Source: an optimization exercise on an open RTL-to-GDS flow (aim: small area, a short achievable clock period and few clock cycles). Production flows keep margins and buffers that such runs may drop.
Function was checked by simulation only, so behaviour that the tests miss may differ from the original.
Power and IR drop assume default switching activity.

harbor:
==> flow/design.v <==
`timescale 1ns/1ps
module dut (
    input clk,
    input rst,
    input start,
    input [7:0] a,
    input [7:0] b,
    output reg [7:0] y,
    output reg ready
);
    wire [2:0] L = a[2:0];
    wire [3:0] H = a[6:3];
    wire [5:0] L2 = L * L;
    wire [3:0] P = H * L;                  
    wire c2 = b[7] | b[6];                                         
    wire c1 = (~b[7] & ~b[6] & (b[5] | b[4] | b[3]))               
            | (b[7] & b[6] & (b[5] | (b[4] & b[3])));              
    wire r1 = ~b[7] & ~b[6] & ~b[5] & ~b[4] & ~b[3] & (b[2] | b[1] | b[0]);   
    wire r3 = ~b[7] & ~b[6] & (b[5] | (b[4] & b[3] & (b[2] | (b[1] & b[0]))));  
    wire r5 = (~b[7] & b[6] & b[5] & b[4] & b[3] & b[2] & (b[1] | b[0]))       
            | (b[7] & ~(b[6] & (b[5] | (b[4] & b[3]))));                        
    wire c0 = r1 | r3 | r5;
    wire [5:0] lo = L2 + {3'd0, c2, c1, c0};
    wire [3:0] hi = P + {a[3], 2'b00} + {2'b00, lo[5:4]};
    always @(posedge clk) begin
        y     <= {hi, lo[3:0]};
        ready <= start & ~rst;
    end
endmodule
==> flow/config.mk <==
export PLATFORM = sky130hd
export DESIGN_NAME = dut
export DESIGN_NICKNAME = dut
export VERILOG_FILES = /design/flow/design.v
export SDC_FILE = /design/flow/constraint.sdc
export NUM_CORES = 4
export LEC_CHECK = 0
export CAP_MARGIN = 20
export CORE_AREA = 3 3 61 61
export DIE_AREA = 0 0 64 64
export SETUP_SLACK_MARGIN = 3.3
export SLEW_MARGIN = 20
==> flow/constraint.sdc <==
create_clock -name core_clock -period 5.0 [get_ports {clk}]
set_input_delay 1.0000 -clock core_clock [delete_from_list [all_inputs] [get_ports {clk}]]
set_output_delay 1.0000 -clock core_clock [all_outputs]
set_load 0.01 [all_outputs]
standard.sh (not shown) runs the stock make flow with config.mk's settings and CLKGATE_MAP_FILE= SYNTH_SCRIPT=/design/flow/synth_recipe.tcl, a recipe that flattens the netlist after the stock synthesis.
==> flow/flow/run.sh <==
#!/bin/bash
# The standard ORFS layout (standard.sh) with three changes:
#  - synthesis maps the logic with flow/map.abc (see flow/mysynth.tcl);
#  - no full-adder extraction (ADDER_MAP_FILE empty), so ABC sees all logic;
#  - the port buffers are plain buf_1 cells.
set -euo pipefail
here=$(pwd)
bash standard.sh "SYNTH_SCRIPT=$here/flow/mysynth.tcl" ADDER_MAP_FILE= \
  "BUFFER_PORTS_ARGS=-buffer_cell sky130_fd_sc_hd__buf_1" finish > standard_flow.log 2>&1
==> flow/flow/map.abc <==
strash
&get -n
&deepsyn -J 1000
&put
dch
map
topo
stime -c
==> flow/flow/mysynth.tcl <==
# The standard synthesis script (synth_recipe.tcl), with ORFS's ABC mapping
# script replaced by flow/map.abc.
set my_abc_script [file join [file dirname [file normalize [info script]]] map.abc]
proc synth {args} { yosys synth -nofsm -noshare {*}$args }
proc abc {args} {
  set i [lsearch -exact $args -script]
  if { $i >= 0 } { lset args [expr {$i + 1}] $::my_abc_script }
  yosys abc {*}$args
}
source $::env(SCRIPTS_DIR)/synth.tcl
# left out here: clear keep_hierarchy, flatten, clean up, hide names made inside functions, write 1_2_yosys.v
Testbench counts of harbor, summed over its fixed seeds: cycles 768.
Relative to harbor, the following input files were edited for amber:
- a change of SETUP_SLACK_MARGIN from 3.3 to 3.1
- an added PLACE_DENSITY of 0.9
## What came out
Sort harbor and amber by wire length on met2 asc -> top: amber
Relative to harbor, proportion of power drawn by the clock network has increased by 4.1 points in amber.
Relative to harbor, final period utilization has gone up in amber.
> inputs changed (amber -> delta)
- clearing PLACE_DENSITY, which used to be 0.9
- clearing SETUP_SLACK_MARGIN, which used to be 3.1
==> flow/flow/map.abc <==
strash
&get -n
&deepsyn -T 30
&put
if -g
strash
dch
map
topo
stime -c
[summary]
Cell area: delta vs amber down about 8%. When delta is measured against amber, its setup slack turns out 360 ps lower. Of delta and amber, the lower met1 usage in global routing belongs to amber. Of the two values seen for master of the slowest instance on the critical path, sky130_fd_sc_hd__clkbuf_4 was produced by amber and sky130_fd_sc_hd__buf_1 by delta. When delta is measured against amber, its sequential share of layout area turns out 2.0 points higher. In the tables for delta and amber, total power reads higher with amber. In the metrics for delta and amber, the one carrying the lower proportion of cell area spent on the clock network is amber. Highest metal layer with signal wires = met3: delta; highest metal layer with signal wires = met4: amber. delta vs amber — global router's overall resource usage rose 0.19 points.
[inputs] xenon vs delta
- putting SETUP_SLACK_MARGIN at 3.1 where nothing was set
--- a/flow/flow/run.sh
+++ b/flow/flow/run.sh
@@ -6,4 +6,4 @@
 set -euo pipefail
 here=$(pwd)
-bash standard.sh "SYNTH_SCRIPT=$here/flow/mysynth.tcl" ADDER_MAP_FILE= \
+bash standard.sh "SYNTH_SCRIPT=$here/flow/mysynth.tcl" ADDER_MAP_FILE= SETUP_MOVE_SEQUENCE=sizeup,swap \
   "BUFFER_PORTS_ARGS=-buffer_cell sky130_fd_sc_hd__buf_1" finish > standard_flow.log 2>&1
==> flow/flow/map.abc <==
strash
&get -n
&deepsyn -J 1000
&put
dch
map
topo
stime -c
Notes after the runs:
The final area in xenon sits 23 µm² above the value recorded for delta.
xenon: global-route wire length before repair about 20% above delta
On detailed-route via count: between xenon and delta, it ends up lower for delta.
Per the comparison of xenon with delta, sequential power was more or less identical; parity-gate share of the synthesized area counting xor and xnor cells went down by 3.2 points; setup slack went up by 340 ps; fraction of final layout cells sized beyond drive strength 1 went up by 7.8 points.
In the tables for xenon and delta, total global routing track utilization reads lower with delta.
xenon vs. delta: number of cells on the critical path grew by 2; clock buffer and inverter area fraction after layout held steady; instance count of the mapped netlist grew by 2.5%.


RTL: the design.v shown in full above, as it stands there.
Settings: LEC_CHECK=0, CAP_MARGIN=20, CORE_AREA=3 3 61 61, DIE_AREA=0 0 64 64, SETUP_SLACK_MARGIN=3.2, SLEW_MARGIN=20; clock period 5.0 ns.
==> flow/flow/run.sh <==
#!/bin/bash
# The standard ORFS layout (standard.sh) with three changes:
#  - synthesis maps the logic with flow/map.abc (see flow/mysynth.tcl);
#  - no full-adder extraction (ADDER_MAP_FILE empty), so ABC sees all logic;
#  - the port buffers are plain buf_1 cells.
set -euo pipefail
here=$(pwd)
bash standard.sh "SYNTH_SCRIPT=$here/flow/mysynth.tcl" ADDER_MAP_FILE= \
  "BUFFER_PORTS_ARGS=-buffer_cell sky130_fd_sc_hd__buf_1" finish > standard_flow.log 2>&1
==> flow/flow/map.abc <==
strash
&get -n
&deepsyn -J 1000
&put
dch
map
topo
stime -c
Scripts as last shown in full above: flow/flow/mysynth.tcl
The first run finished clean.
Testbench counts at the start, summed over its fixed seeds: cycles 768.
Change:
==> flow/flow/map.abc (replaced) <==
strash
&get -n
&deepsyn -T 30
&put
dch
map
topo
stime -c
--- a/flow/config.mk
+++ b/flow/config.mk
@@ -10,3 +10,3 @@
 export DIE_AREA = 0 0 64 64
-export SETUP_SLACK_MARGIN = 3.2
+export SETUP_SLACK_MARGIN = 2.9
 export SLEW_MARGIN = 20
Effect: Combinational power came out lower by about a fifth. First-iteration DRC count is higher by well over a third. Hold slack got worse by 9.9 ps. Clock-buffer cell count is unchanged. Sequential share of layout area went up by 2.6 points. Wire length fell slightly. Global-route usage goes up by 0.62 points.
Change:
==> flow/flow/map.abc (replaced) <==
strash
&get -n
&deepsyn -T 30
&put
if -g
strash
dch
map
topo
stime -c
--- a/flow/config.mk
+++ b/flow/config.mk
@@ -10,3 +10,3 @@
 export DIE_AREA = 0 0 64 64
-export SETUP_SLACK_MARGIN = 2.9
+export SETUP_SLACK_MARGIN = 3.6
 export SLEW_MARGIN = 20
=> Worst hold slack stays flat; final area goes up by 36%; non-clock buffer count climbs by 8; routed wire length went up by 8.7%; total power grows by 14%; core utilization came out higher by 8.4 points; combinational power grows by 57%; first-iteration DRC count falls by 82%; global-route usage is lower by 0.47 points; via count rises by 3.3%; sequential cell count does not change.
Change:
==> flow/flow/map.abc (replaced) <==
strash
&get -n
&deepsyn -J 1000
&put
dch
map
topo
stime -c
--- a/flow/config.mk
+++ b/flow/config.mk
@@ -10,3 +10,4 @@
 export DIE_AREA = 0 0 64 64
-export SETUP_SLACK_MARGIN = 3.6
+export GPL_TIMING_DRIVEN = 1
+export SETUP_SLACK_MARGIN = 3.1
 export SLEW_MARGIN = 20
Outcome:
- sequential share of layout area is higher by 5.9 points
- clock-buffer cell count is unchanged
- non-clock buffer count decreases by 8
- setup slack got worse by 40 ps
- combinational power drops by 34%
- routed wire length decreases by 7.5%
- clock power climbs by about 2%
- synthesized cell count climbs by 2.5%
- first-iteration DRC count goes up to 6.3 times its value
- design area shrinks by 25%
- via count decreases by 3.5%
Change:
==> flow/flow/map.abc (replaced) <==
strash
&get -n
&deepsyn -T 30
&put
if -g
strash
dch
map
topo
stime -c
--- a/flow/config.mk
+++ b/flow/config.mk
@@ -10,4 +10,3 @@
 export DIE_AREA = 0 0 64 64
-export GPL_TIMING_DRIVEN = 1
-export SETUP_SLACK_MARGIN = 3.1
+export SETUP_SLACK_MARGIN = 2.5
 export SLEW_MARGIN = 20
=>
- The changed run ran to the end with no violations
- sequential share of layout area went up by 0.73 points
- cell count went down by about 1.3%
- power went down by 1.9%
- fmax went down by 16%
- count of clock-buffer cells in the layout does not change
- die area stays the same
- hold slack gains 4.4 ps
- global-route usage went down by 1.5 points
Change:
==> flow/flow/map.abc (replaced) <==
strash
&get -n
&deepsyn -J 1000
&put
dch
map
topo
stime -c
--- a/flow/config.mk
+++ b/flow/config.mk
@@ -10,3 +10,4 @@
 export DIE_AREA = 0 0 64 64
-export SETUP_SLACK_MARGIN = 2.5
+export PLACE_DENSITY = 0.7
+export SETUP_SLACK_MARGIN = 3.1
 export SLEW_MARGIN = 20
The new run ran to the end with no violations.
Wire length rose by 9.6%.
Design area rose by 4.8%.
Sequential share of layout area fell by 1.1 points.
Worst setup slack gains 330 ps.
Sequential cell count does not change.
Global-route usage rose by 0.70 points.
Via count rose by 9.6%.
Power rose by 1.6%.

[port drivers added, routing unchanged]
The flow's constraints put no driver on any port. The routed layouts listed below were extracted and timed again, unchanged, in two steps.
Step 1 assumes that a clkbuf_16 drives the clock port and a buf_2 every other input.
Step 2 times the ports against the registers' clock, not the clock port: input delays grow and output delays shrink by t, the midpoint of the rising clock arrivals with the driver on.
Three values: no drivers, after step 1, after step 2; two values: the first two.
| run | t (ns) | setup WS [ns] | latest minus earliest clock arrival (ns) | worst data-port slew with drivers (ns) |
|---|---|---|---|---|
| harbor | 0.266 | 3.304 / 3.281 / 3.016 | 0.004 / 0.003 | 0.07 |
| amber | 0.268 | 3.190 / 3.181 / 2.913 | 0.005 / 0.006 | 0.03 |
| delta | 0.265 | 2.829 / 2.823 / 2.558 | 0.001 / 0.002 | 0.04 |
| xenon | 0.272 | 3.168 / 3.166 / 2.894 | 0.006 / 0.005 | 0.03 |
| the first run of note 2 | 0.265 | 3.245 / 3.240 / 2.976 | 0.005 / 0.005 | 0.03 |
| the second run of note 2 | 0.272 | 3.072 / 3.065 / 2.794 | 0.005 / 0.005 | 0.03 |
| the third run of note 2 | 0.271 | 3.207 / 3.166 / 2.896 | 0.002 / 0.003 | 0.06 |
| the fourth run of note 2 | 0.272 | 3.168 / 3.166 / 2.894 | 0.006 / 0.005 | 0.03 |
| the fifth run of note 2 | 0.265 | 2.829 / 2.823 / 2.558 | 0.001 / 0.002 | 0.04 |
| the sixth run of note 2 | 0.268 | 3.160 / 3.156 / 2.888 | 0.001 / 0.000 | 0.03 |
After both steps setup and hold are still met in every run listed. The setup slack of the third run of note 2, which loses most, moves by -0.041 ns with the drivers and by -0.311 ns with both steps.
